Source: an optimization exercise on an open RTL-to-GDS flow (aim: small area). Production flows keep margins and buffers that such runs may drop. Function was checked by simulation only, so behaviour that the tests miss may differ from the original. Power and IR drop assume default switching activity.

==> 06-22: inputs <==
==> flow/design.v (excerpt) <==
module menu(CLOCK_50, LEDG, LEDR, KEY, SW, HEX0, HEX1, HEX2, HEX3, HEX4, HEX5, HEX6, HEX7, reset);
Settings: LEC_CHECK=0, ABC_AREA=1, CAP_MARGIN=20, CORE_MARGIN=2, CORE_UTILIZATION=40, CTS_CLUSTER_DIAMETER=80, CTS_CLUSTER_SIZE=30, SLEW_MARGIN=20; clock period 25.0 ns.
standard.sh (not shown) runs the stock make flow with config.mk's settings and CLKGATE_MAP_FILE= SYNTH_SCRIPT=/design/flow/synth_recipe.tcl, a recipe that flattens the netlist after the stock synthesis.
==> flow/flow/run.sh <==
#!/bin/bash
# The standard layout, except: after the standard synthesis the combinational
# logic is re-mapped for area (OpenROAD restructure) and gates left sized up
# are put back to drive 1 (the resizer sizes up again where slew or load needs
# it); the port buffers use the smallest buffer cell.
set -e
here=$(pwd)
export BUFFER_PORTS_ARGS="-buffer_cell sky130_fd_sc_hd__buf_1"
bash standard.sh synth > standard_synth.log 2>&1
res=$(dirname $(ls orfs/results/*/*/*/1_synth.odb))
lib=$here/restructure_lib.lib
python3 flow/libfilter.py $FLOW_HOME/platforms/sky130hd/lib/sky130_fd_sc_hd__tt_025C_1v80.lib $lib > libfilter.log 2>&1
mkdir -p restructure_work
sed -e "s#@LIB@#$lib#g" -e "s#@ODB@#$here/$res/1_synth.odb#g" -e "s#@SDC@#$here/$res/1_synth.sdc#g" \
    -e "s#@WORK@#$here/restructure_work#g" flow/restructure.tcl > restructure_run.tcl
openroad -no_init -exit restructure_run.tcl > restructure.log 2>&1
sed -e "s#@ODB@#$here/$res/1_synth.odb#" flow/downsize.tcl > downsize_run.tcl
openroad -no_init -exit downsize_run.tcl > downsize.log 2>&1
bash standard.sh > standard.log 2>&1
Other scripts of this flow, unchanged in this note and not shown: flow/flow/downsize.tcl, flow/flow/libfilter.py, flow/flow/restructure.tcl
==> 11-20: changes against 06-22 <==
--- a/flow/design.v
+++ b/flow/design.v
@@ -220,28 +220,30 @@
 	dig0 = ho_n;
 	dig1 = hs_ge5 ? 4'd5 : {1'b0, ht_n};
 	LEDR = d_ledr; LEDG = d_ledg;
 	HEX0 = d_hex0; HEX1 = d_hex1; HEX2 = d_hex2; HEX3 = d_hex3;
 	HEX4 = d_hex4; HEX5 = d_hex5; HEX6 = d_hex6; HEX7 = d_hex7;
 end
 assign hv_t = {5'd0, sel_prev ? ht : ht_n};
 assign hv_o = sel_prev ? ho : ho_n;
+always @(posedge CLOCK_50)
+	if (toggle) begin
+		k0 <= KEY[0]; k1 <= KEY[1]; k2 <= KEY[2];
+	end
 always @(posedge CLOCK_50) begin
 	if (reset) begin
 		clk_wall <= 0; wall_move <= 0; winc <= 0; clkrng <= 0;
 		visit <= 0; choose_wall <= 0;
 		js <= 0; clk_s <= 0; clk_l <= 0;
 		loss <= 0;
 		wt <= 0; wo <= 0;
 		ht <= 0; ho <= 0;
-		k0 <= 1; k1 <= 1; k2 <= 1;
 		on <= 0;
 	end else if (toggle) begin
-		k0 <= KEY[0]; k1 <= KEY[1]; k2 <= KEY[2];
 		on <= 1;
 		if (on) begin
 			clk_wall <= clk_wall_n; wall_move <= wall_move_n; winc <= winc_n; clkrng <= clkrng_n;
 			visit <= visit_n; choose_wall <= choose_wall_n;
 			js <= js_n; clk_s <= clk_s_n; clk_l <= clk_l_n;
 			loss <= loss_n;
 			wt <= wt_n; wo <= wo_n;
 			ht <= ht_n; ho <= ho_n;
@@ -353,26 +355,28 @@
 	LEDR = 0;
 	for (i = 0; i < 18; i = i + 1)
 		if (T == i) LEDR[i] = 1;
 	for (i = 0; i < 8; i = i + 1)
 		LEDG[7-i] = (gcode_n >= 1 && gcode_n <= 8 && i < gcode_n) || (gcode_n >= 9 && i + 8 >= gcode_n);
 	Tload = on ? T_n : T;
 end
 assign hs_view = sel_prev ? hs : hs_n;
+always @(posedge CLOCK_50)
+	if (toggle) begin
+		k0 <= KEY[0]; k1 <= KEY[1];
+		swb <= (Tload < 18) ? SW[Tload] : 1'b0;
+	end
 always @(posedge CLOCK_50) begin
 	if (reset) begin
 		Q <= 0; incl <= 0; T <= 18; lit <= 0; nxt <= 0; win <= 0;
 		winnum <= 0; hs <= 0; winnum2 <= 0; hs2 <= 0;
 		R <= 0; S <= 0; fast <= 0; gcode <= 0;
-		k0 <= 1; k1 <= 1; swb <= 0;
 		on <= 0;
 	end else if (toggle) begin
-		k0 <= KEY[0]; k1 <= KEY[1];
-		swb <= (Tload < 18) ? SW[Tload] : 1'b0;
 		on <= 1;
 		if (on) begin
 			Q <= Q_n; incl <= incl_n; T <= T_n; lit <= lit_n; nxt <= nxt_n; win <= win_n;
 			winnum <= winnum_n; hs <= hs_n; winnum2 <= winnum2_n; hs2 <= hs2_n;
 			R <= R_n; S <= S_n; fast <= fast_n; gcode <= gcode_n;
 		end
 	end
 end
==> flow/config.mk (replaced) <==
export PLATFORM = sky130hd
export DESIGN_NAME = menu
export DESIGN_NICKNAME = menu
export VERILOG_FILES = /design/flow/design.v
export SDC_FILE = /design/flow/constraint.sdc
export NUM_CORES = 4
export LEC_CHECK = 0
export ABC_AREA = 1
export CAP_MARGIN = 20
export CORE_MARGIN = 2
export CORE_UTILIZATION = 60
export CTS_CLUSTER_DIAMETER = 150
export CTS_CLUSTER_SIZE = 22
export GPL_TIMING_DRIVEN = 0
export SLEW_MARGIN = 20
==> 06-28: changes against 06-22 <==
--- a/flow/design.v
+++ b/flow/design.v
@@ -7,58 +7,49 @@
 output reg [7:0] LEDG;
 output reg [6:0] HEX0, HEX1, HEX2, HEX3, HEX4, HEX5, HEX6, HEX7;   
 output reg lost;                           
 output reg [3:0] dig0, dig1, dig4, dig5;
 output [7:0] hv_t;    
 output [3:0] hv_o;    
 reg [6:0] clk_wall;
 reg [3:0] wall_move;
-reg winc;              
+reg [2:0] lvl;         
 reg [11:0] clkrng;
 reg visit, choose_wall;
 reg [4:0] js;          
 reg [6:0] clk_s, clk_l;
 reg loss;
 reg [3:0] wo, ho;
 reg [2:0] wt, ht;
 reg k0, k1, k2;
 output reg on;         
 reg [6:0] clk_wall_n;
 reg [3:0] wall_move_n;
-reg winc_n;
-reg [2:0] lvl;         
+reg [2:0] lvl_n;
 reg [11:0] clkrng_n;
 reg visit_n, choose_wall_n;
 reg [4:0] js_n;
 reg [6:0] clk_s_n, clk_l_n;
 reg loss_n;
 reg [3:0] wo_n, ho_n;
 reg [2:0] wt_n, ht_n;
 reg s_col, l_col;
 reg wall_step, rng_wrap;
 reg winz, hs_ge5, w_ge5;
 reg [6:0] d_hex0, d_hex1, d_hex2, d_hex3, d_hex4, d_hex5, d_hex6, d_hex7;
 reg [17:0] d_ledr;
 reg [7:0] d_ledg;
 always @* begin
-	clk_wall_n = clk_wall; wall_move_n = wall_move; clkrng_n = clkrng; winc_n = 0;
+	clk_wall_n = clk_wall; wall_move_n = wall_move; lvl_n = lvl; clkrng_n = clkrng;
 	visit_n = visit; choose_wall_n = choose_wall;
 	js_n = js; clk_s_n = clk_s; clk_l_n = clk_l;
 	loss_n = loss;
 	wt_n = wt; wo_n = wo;
 	ht_n = ht; ho_n = ho;
-	case(wt)
-		0: lvl = (wo >= 5) ? 3'd1 : 3'd0;
-		1: lvl = (wo >= 5) ? 3'd3 : 3'd2;
-		2: lvl = (wo >= 5) ? 3'd5 : 3'd4;
-		3: lvl = (wo != 0) ? 3'd6 : 3'd5;
-		default: lvl = 6;
-	endcase
-	if (winc && ((wo == 5 && wt <= 2) || (wo == 0 && (wt == 1 || wt == 2)) || (wo == 1 && wt == 3))) lvl = lvl - 1;
 	if (js >= 1 && js <= 8) begin
 		s_col = !(js >= 2 && js <= 5);
 		l_col = 1;
 	end else if (js >= 9) begin
 		s_col = !(js >= 10 && js <= 14);
 		l_col = !(js >= 11 && js <= 13);
 	end else begin
 		s_col = 1;
@@ -86,16 +77,22 @@
 		3: rng_wrap = (clkrng > 2500);
 		4: rng_wrap = (clkrng > 3000);
 		5: rng_wrap = (clkrng > 3500);
 		6: rng_wrap = (clkrng > 4000);
 		default: rng_wrap = (clkrng != 0);
 	endcase
 	clkrng_n = rng_wrap ? 12'd0 : clkrng + 1;
 	if (visit) choose_wall_n = (clkrng > 1000);
+	if (wt > 3 || (wt == 3 && wo != 0)) lvl_n = 6;
+	else if (wt == 2 && wo == 5) lvl_n = 5;
+	else if (wt == 2 && wo == 0) lvl_n = 4;
+	else if (wt == 1 && wo == 5) lvl_n = 3;
+	else if (wt == 1 && wo == 0) lvl_n = 2;
+	else if (wt == 0 && wo == 5) lvl_n = 1;
 	case(wall_move_n)
 		0: d_hex0[2] = 0;
 		1: d_hex0[4] = 0;
 		2: d_hex1[2] = 0;
 		3: d_hex1[4] = 0;
 		4: d_hex2[2] = 0;
 		5: d_hex2[4] = 0;
 		6: d_hex3[2] = 0;
@@ -128,17 +125,16 @@
 		15: d_hex7[5] = 0;
 	endcase
 	if (wall_move_n == 0) visit_n = 0;
 	if (wall_move_n == 15) begin
 		if (visit == 0) begin
 			if (s_col || (choose_wall_n && l_col)) begin
 				loss_n = 1;
 			end else begin
-				winc_n = 1;
 				if (wo == 9) begin
 					wt_n = wt + 1; wo_n = 0;
 				end else begin
 					wo_n = wo + 1;
 				end
 			end
 		end
 		visit_n = 1;
@@ -172,17 +168,17 @@
 	end
 	if (!k0) begin
 		wall_move_n = 0;
 		js_n = 0;
 		loss_n = 0;
 		wt_n = 0; wo_n = 0;
 		visit_n = 0;
 		choose_wall_n = 0;
-		winc_n = 0;
+		lvl_n = 0;
 	end
 	d_ledr = 18'd0;
 	if (wo_n > 0) d_ledr[17] = 1;
 	if (wo_n > 1) d_ledr[16] = 1;
 	if (wo_n > 2) d_ledr[15] = 1;
 	if (wo_n > 3) d_ledr[14] = 1;
 	if (wo_n > 4) d_ledr[13] = 1;
 	if (wo_n > 5) d_ledr[12] = 1;
@@ -222,29 +218,29 @@
 	LEDR = d_ledr; LEDG = d_ledg;
 	HEX0 = d_hex0; HEX1 = d_hex1; HEX2 = d_hex2; HEX3 = d_hex3;
 	HEX4 = d_hex4; HEX5 = d_hex5; HEX6 = d_hex6; HEX7 = d_hex7;
 end
 assign hv_t = {5'd0, sel_prev ? ht : ht_n};
 assign hv_o = sel_prev ? ho : ho_n;
 always @(posedge CLOCK_50) begin
 	if (reset) begin
-		clk_wall <= 0; wall_move <= 0; winc <= 0; clkrng <= 0;
+		clk_wall <= 0; wall_move <= 0; lvl <= 0; clkrng <= 0;
 		visit <= 0; choose_wall <= 0;
 		js <= 0; clk_s <= 0; clk_l <= 0;
 		loss <= 0;
 		wt <= 0; wo <= 0;
 		ht <= 0; ho <= 0;
 		k0 <= 1; k1 <= 1; k2 <= 1;
 		on <= 0;
 	end else if (toggle) begin
 		k0 <= KEY[0]; k1 <= KEY[1]; k2 <= KEY[2];
 		on <= 1;
 		if (on) begin
-			clk_wall <= clk_wall_n; wall_move <= wall_move_n; winc <= winc_n; clkrng <= clkrng_n;
+			clk_wall <= clk_wall_n; wall_move <= wall_move_n; lvl <= lvl_n; clkrng <= clkrng_n;
 			visit <= visit_n; choose_wall <= choose_wall_n;
 			js <= js_n; clk_s <= clk_s_n; clk_l <= clk_l_n;
 			loss <= loss_n;
 			wt <= wt_n; wo <= wo_n;
 			ht <= ht_n; ho <= ho_n;
 		end
 	end
 end
@@ -255,57 +251,54 @@
 input [3:0] KEY;
 input [17:0] SW;
 output reg [17:0] LEDR;
 output reg [7:0] LEDG;
 output reg [3:0] dig0, dig1, dig4, dig5;    
 output reg on;                               
 output [3:0] hs_view;                        
 reg [6:0] Q;
-reg incl;               
+reg [5:0] th;           
 reg [4:0] T;
 reg lit, nxt;           
 reg [4:0] win;          
 reg [3:0] winnum, hs;
 reg [19:0] winnum2, hs2;
 reg [5:0] R;
 reg [4:0] S;
 reg fast;               
 reg [3:0] gcode;        
 reg k0, k1, swb;
 reg [6:0] Q_n;
-reg incl_n;
-reg [4:0] wprev;
-reg [4:0] wmin;
+reg [5:0] th_n;
 reg [4:0] T_n;
 reg lit_n, nxt_n;
 reg [4:0] win_n;
 reg [3:0] winnum_n, hs_n;
 reg [19:0] winnum2_n, hs2_n;
 reg [5:0] R_n;
 reg [4:0] S_n;
 reg fast_n;
 reg [3:0] gcode_n;
 reg [6:0] Q1;
 reg [5:0] R1;
 reg [4:0] Tload;
 integer i;
 always @* begin
-	Q_n = Q; incl_n = 0; T_n = T; lit_n = lit; nxt_n = nxt; win_n = win;
+	Q_n = Q; th_n = th; T_n = T; lit_n = lit; nxt_n = nxt; win_n = win;
 	winnum_n = winnum; hs_n = hs; winnum2_n = winnum2; hs2_n = hs2;
 	R_n = R; S_n = S; fast_n = fast; gcode_n = gcode;
 	Q1 = Q + 1;
-	wprev = win - incl;
-	wmin = (wprev > 20) ? 5'd20 : wprev;
-	if (Q1 + {wmin, 1'b0} >= 80 && T > 0) begin
+	if (Q1 >= {th, 1'b0} && T > 0) begin
 		if (lit == 0) T_n = T - 1;
 		Q_n = 0;
 	end else begin
 		Q_n = Q1;
 	end
+	if (th > 20) th_n = 6'd40 - win;
 	if (winnum > 9) begin
 		winnum_n = 0;
 		winnum2_n = winnum2 + 1;
 	end
 	if (winnum2 > hs2) begin
 		hs_n = winnum;
 		hs2_n = winnum2;
 	end else if (winnum2 == hs2) begin
@@ -328,54 +321,52 @@
 	if (!k0 && k1) begin
 		lit_n = 0;
 		nxt_n = 0;
 	end
 	if (T < 1) T_n = 18;
 	if (S > 17) S_n = 1;
 	if (T < 18 && swb && lit) begin
 		if (nxt == 0) begin
-			if (win != 31) begin
-				win_n = win + 1;
-				incl_n = 1;
-			end
+			if (win != 31) win_n = win + 1;
 			winnum_n = winnum + 1;
 			nxt_n = 1;
 		end
 	end else if (lit) begin
 		win_n = 0;
 		winnum_n = 0;
 		winnum2_n = 0;
+		th_n = 40;
 		gcode_n = 0;
 	end
 	dig4 = winnum;
 	dig5 = winnum2 > 9 ? 4'd9 : winnum2[3:0];
 	dig0 = hs;
 	dig1 = hs2 > 9 ? 4'd9 : hs2[3:0];
 	LEDR = 0;
 	for (i = 0; i < 18; i = i + 1)
 		if (T == i) LEDR[i] = 1;
 	for (i = 0; i < 8; i = i + 1)
 		LEDG[7-i] = (gcode_n >= 1 && gcode_n <= 8 && i < gcode_n) || (gcode_n >= 9 && i + 8 >= gcode_n);
 	Tload = on ? T_n : T;
 end
 assign hs_view = sel_prev ? hs : hs_n;
 always @(posedge CLOCK_50) begin
 	if (reset) begin
-		Q <= 0; incl <= 0; T <= 18; lit <= 0; nxt <= 0; win <= 0;
+		Q <= 0; th <= 40; T <= 18; lit <= 0; nxt <= 0; win <= 0;
 		winnum <= 0; hs <= 0; winnum2 <= 0; hs2 <= 0;
 		R <= 0; S <= 0; fast <= 0; gcode <= 0;
 		k0 <= 1; k1 <= 1; swb <= 0;
 		on <= 0;
 	end else if (toggle) begin
 		k0 <= KEY[0]; k1 <= KEY[1];
 		swb <= (Tload < 18) ? SW[Tload] : 1'b0;
 		on <= 1;
 		if (on) begin
-			Q <= Q_n; incl <= incl_n; T <= T_n; lit <= lit_n; nxt <= nxt_n; win <= win_n;
+			Q <= Q_n; th <= th_n; T <= T_n; lit <= lit_n; nxt <= nxt_n; win <= win_n;
 			winnum <= winnum_n; hs <= hs_n; winnum2 <= winnum2_n; hs2 <= hs2_n;
 			R <= R_n; S <= S_n; fast <= fast_n; gcode <= gcode_n;
 		end
 	end
 end
 endmodule
 module timegame(CLOCK_50, reset, toggle, KEY, sel_prev,
                 LEDG, showval, showend, value, clks, clkms, d4, on, hv_t, hv_o);
==> flow/config.mk (replaced) <==
export PLATFORM = sky130hd
export DESIGN_NAME = menu
export DESIGN_NICKNAME = menu
export VERILOG_FILES = /design/flow/design.v
export SDC_FILE = /design/flow/constraint.sdc
export NUM_CORES = 4
export LEC_CHECK = 0
export ABC_AREA = 1
export CAP_MARGIN = 20
export CORE_MARGIN = 2
export CORE_UTILIZATION = 40
export CTS_CLUSTER_DIAMETER = 150
export CTS_CLUSTER_SIZE = 22
export SLEW_MARGIN = 20
==> summary.txt <==
- Most used cell, CP: clkinv_1
- Outcome: timing/DRC/antenna clean
- Reg2Reg Depth: 33
- Clk power: 0.000292 W
- Worst Setup EP: HEX5[0]$_SDFFE_PP0N_
- Met3 Use GR: 2.61%
- Max Clk Rate: 115 MHz
- WP data required: 25470 ps
- Synth Cell Area: 15600 um^2
- Max stage delay on crit path: 560 ps
- Multi-In Gates: 1409
- Multi-input gate area: 8190 um^2
- Clock network area share: 2.59%
That was 06-28.
==> summary.txt <==
- Outcome: timing/DRC/antenna clean
- Reg2Reg Depth: 37
- Design area: 17300 um^2
- Multi-In Gates: 1408
- Met3 Use GR: 3.00%
- DIE WIDTH: 200 um
- Clock network area share: 4.26%
- IO buf count: 105
- WP data required: 25440 ps
- Max stage delay on crit path: 620 ps
- Synth Cell Area: 15400 um^2
- Final Max Tran Viols: 0
- Crit end category: register
- Max Clk Rate: 99.8 MHz
- Clk power: 0.000383 W
- Most used cell, CP: clkinv_1
That was 06-22.
==> summary.txt <==
- Outcome: timing/DRC/antenna clean
- I/O pins: 106
- Clk power: 0.000283 W
- Most frequent cells in the layout: 334 x nor2_1, 320 x clkinv_1, 292 x dfxtp_1, 151 x o21ai_0, 128 x a21oi_1
- WP data required: 25440 ps
- Core area: 25100 um^2
- Reg2Reg Depth: 37
- Multi-input gate area: 8070 um^2
- Worst Setup EP: HEX5[2]$_SDFFE_PP0N_
- Placed Instance Area: 16200 um^2
- Max Clk Rate: 96.4 MHz
- Total setup buffers inserted after CTS: 0
- Number of placed cells counting well taps: 2460
- Synth Cell Area: 15300 um^2
- Clock network area share: 2.73%
- Max stage delay on crit path: 790 ps
- Multi-In Gates: 1398
That was 11-20.

## what the ideal ports hide
No port has a modelled driver above. Below, the same layouts with a new extraction and two added sets of constraints. Step 1 sets driving cells, clkbuf_16 on the clock port and buf_2 on the other inputs (assumed; they add their load-dependent delay and slew). Step 2 adds t to the input delays and takes it off the output delays; t is the mean of the earliest and latest rising clock arrival at the registers after step 1. Input paths then give back, and output paths get back, about the clock's delay inside the block. Three values: ideal ports, drivers, drivers and shift; two values: the first two.
run | shift t [ns] | slack for setup (ns) | latest minus earliest clock arrival (ns) | slew at the worst register clock pin (ns)
06-22 | 0.592 | 14.983 / 14.983 / 14.983 | 0.023 / 0.022 | 0.10 / 0.10
11-20 | 0.558 | 14.622 / 14.622 / 14.622 | 0.017 / 0.017 | 0.09 / 0.09
06-28 | 0.582 | 16.310 / 16.310 / 16.310 | 0.022 / 0.022 | 0.10 / 0.10
After both steps every run listed still meets setup and hold.
